This design comes from an exercise in tuning for small area and a short achievable clock period on the open sky130 flow, not from production work.
Power figures rest on the tool's default switching activity, not on a simulated workload.

==> flow/design.v (excerpt) <==
module CPU (
    input  wire clk,
    input  wire rst,
    output wire [15:0] total_instructions,
    output wire [15:0] total_loads,
    output wire [15:0] total_stores,
    output wire [15:0] total_alus,
    output wire [15:0] total_controls,
    output wire [15:0] total_cycles,
    output wire [15:0] total_stall_cycles,
    output reg  done,
    output wire [15:0] imem_addr,
    input  wire [15:0] imem_rdata,
    output wire [15:0] dmem_addr,
    output wire [15:0] dmem_wdata,
    output wire        dmem_we,
    input  wire [15:0] dmem_rdata
);
Size in the first run: roughly 2300 cells after synthesis, about 480 flip-flops, about 200 I/O pins.
make LEC_CHECK=0 CAP_MARGIN=20 CORE_MARGIN=2 CORE_UTILIZATION=40 PLACE_DENSITY=0.6 SETUP_SLACK_MARGIN=4.5 SLEW_MARGIN=20 finish   # period 7.5 ns
run.sh (not shown) runs the stock make flow with config.mk's settings and CLKGATE_MAP_FILE= SYNTH_SCRIPT=/design/flow/synth_recipe.tcl, a recipe that flattens the netlist after the stock synthesis.
The starting point passed the timing, design-rule and antenna checks.
Next try:
--- a/flow/design.v
+++ b/flow/design.v
@@ -154,24 +154,23 @@
     wire [15:0] r_add = A + B;
     wire [15:0] r_sub = A - B;
     wire [15:0] r_sll = A << B[3:0];
     wire [15:0] r_srl = A >> B[3:0];
     wire [15:0] result = ({16{id_and}} & r_and) | ({16{id_add}} & r_add)
                        | ({16{id_sub}} & r_sub) | ({16{id_sll}} & r_sll)
                        | ({16{id_srl}} & r_srl) | {15'b0, id_for & FB[0]};
-    wire [15:0] m_r = 16'hFFFF >> B[3:0];
-    wire [15:0] m_l = 16'hFFFF << B[3:0];
-    wire [15:0] x_ab = A ^ B;
-    wire [15:0] o_ab = A | B;
-    wire [15:0] zv = ({16{id_add}} & (x_ab ^ {o_ab[14:0], 1'b0}))
-                   | ({16{id_sub}} & x_ab)
-                   | ({16{id_and}} & A & B)
-                   | ({16{id_sll}} & A & m_r)
-                   | ({16{id_srl}} & A & m_l);
-    wire nz = (|zv) | (id_for & FB[0]);
+    wire [15:0] m_r   = 16'hFFFF >> B[3:0];
+    wire [15:0] m_l   = 16'hFFFF << B[3:0];
+    wire nz_and = |r_and;
+    wire nz_add = ((A ^ B) != {A[14:0] | B[14:0], 1'b0});
+    wire nz_sub = (A != B);
+    wire nz_sll = |(A & m_r);
+    wire nz_srl = |(A & m_l);
+    wire nz = (id_and & nz_and) | (id_add & nz_add) | (id_sub & nz_sub)
+            | (id_sll & nz_sll) | (id_srl & nz_srl) | (id_for & FB[0]);
     always @(posedge clk or posedge rst)
         if (rst) begin
             ex_alu   <= 16'b0;
             ex_wd    <= 16'b0;
             ex_rw    <= 1'b0;
             ex_lw    <= 1'b0;
             ex_sw    <= 1'b0;
@@ -213,29 +212,28 @@
     always @(posedge clk or posedge rst)
         if (rst) rv <= 7'b0;
         else for (i = 1; i < 8; i = i + 1)
             if (wb_we && wb_rd == i) rv[i] <= 1'b1;
     wire        hold = done | stall;
     wire [15:0] pc1  = pc + 16'd1;
     wire [15:0] tgt  = ex_x + imm;
-    wire [15:0] base = hold     ? pc
+    wire        take = ~hold & ((ex_beq & ~nz) | (ex_bne & nz));
+    wire [15:0] oth  = hold     ? pc
                      : ex_fortk ? ex_x
                      : ex_jmp   ? {ex_x[15:9], ex_alu[8:0]}
                      : ex_call  ? ex_alu
                      : ex_ret   ? rr
                      : pc1;
-    wire [15:0] pc_nz = (~hold & ex_bne) ? tgt : base;
-    wire [15:0] pc_z  = (~hold & ex_beq) ? tgt : base;
     always @(posedge clk or posedge rst)
         if (rst) begin
             pc   <= 16'b0;
             fc   <= 4'd0;
             done <= 1'b0;
         end else begin
-            pc <= nz ? pc_nz : pc_z;
+            pc <= take ? tgt : oth;
             if (!done) begin
                 fc <= fc + 4'd1;
                 if (fc == 4'd14) done <= 1'b1;
             end
         end
     wire [15:0] c_sel = ex_lw ? c_ld : ex_sw ? c_st : c_alu;
     wire [15:0] c_inc = c_sel + 16'd1;
Register-to-register slack gets worse by 0.05 ns.
Clock power goes up by a little under a tenth.
Die area goes up slightly.
Power goes down by about a fifth.
Fmax goes down slightly.
Area after synthesis goes up slightly.
Via count goes up slightly.
Setup slack gets worse by 0.052 ns.
Wire length goes down slightly.
Count of clock-buffer cells in the layout goes up by 1.
Global-route usage goes down by 0.76 points.
No functional check of the RTL was part of any run of this note.

==> static timing again, ports no longer ideal <==
Ports are ideal in the flow. The routed layouts listed here were re-timed in OpenROAD.
Step 1, drivers: a clkbuf_16 drives clk and a buf_2 each remaining input, both assumed.
Step 2 moves the port delays by t, midway between the first and last clock arrival at a register: inputs arrive t later, outputs are due t later. That takes back most of the time a late clock gives input paths.
Three values: ideal ports, drivers, drivers and shift; two values: the first two.
run	t (ns)	slack for setup (ns)	worst hold slack (ns)	worst setup path at the end
the first run	0.675	3.630 / 3.630 / 3.630	0.318 / 0.318 / 0.318	register to register
the second run	0.653	3.578 / 3.578 / 3.578	0.320 / 0.320 / 0.320	register to register
After both steps setup and hold are still met in every run listed.
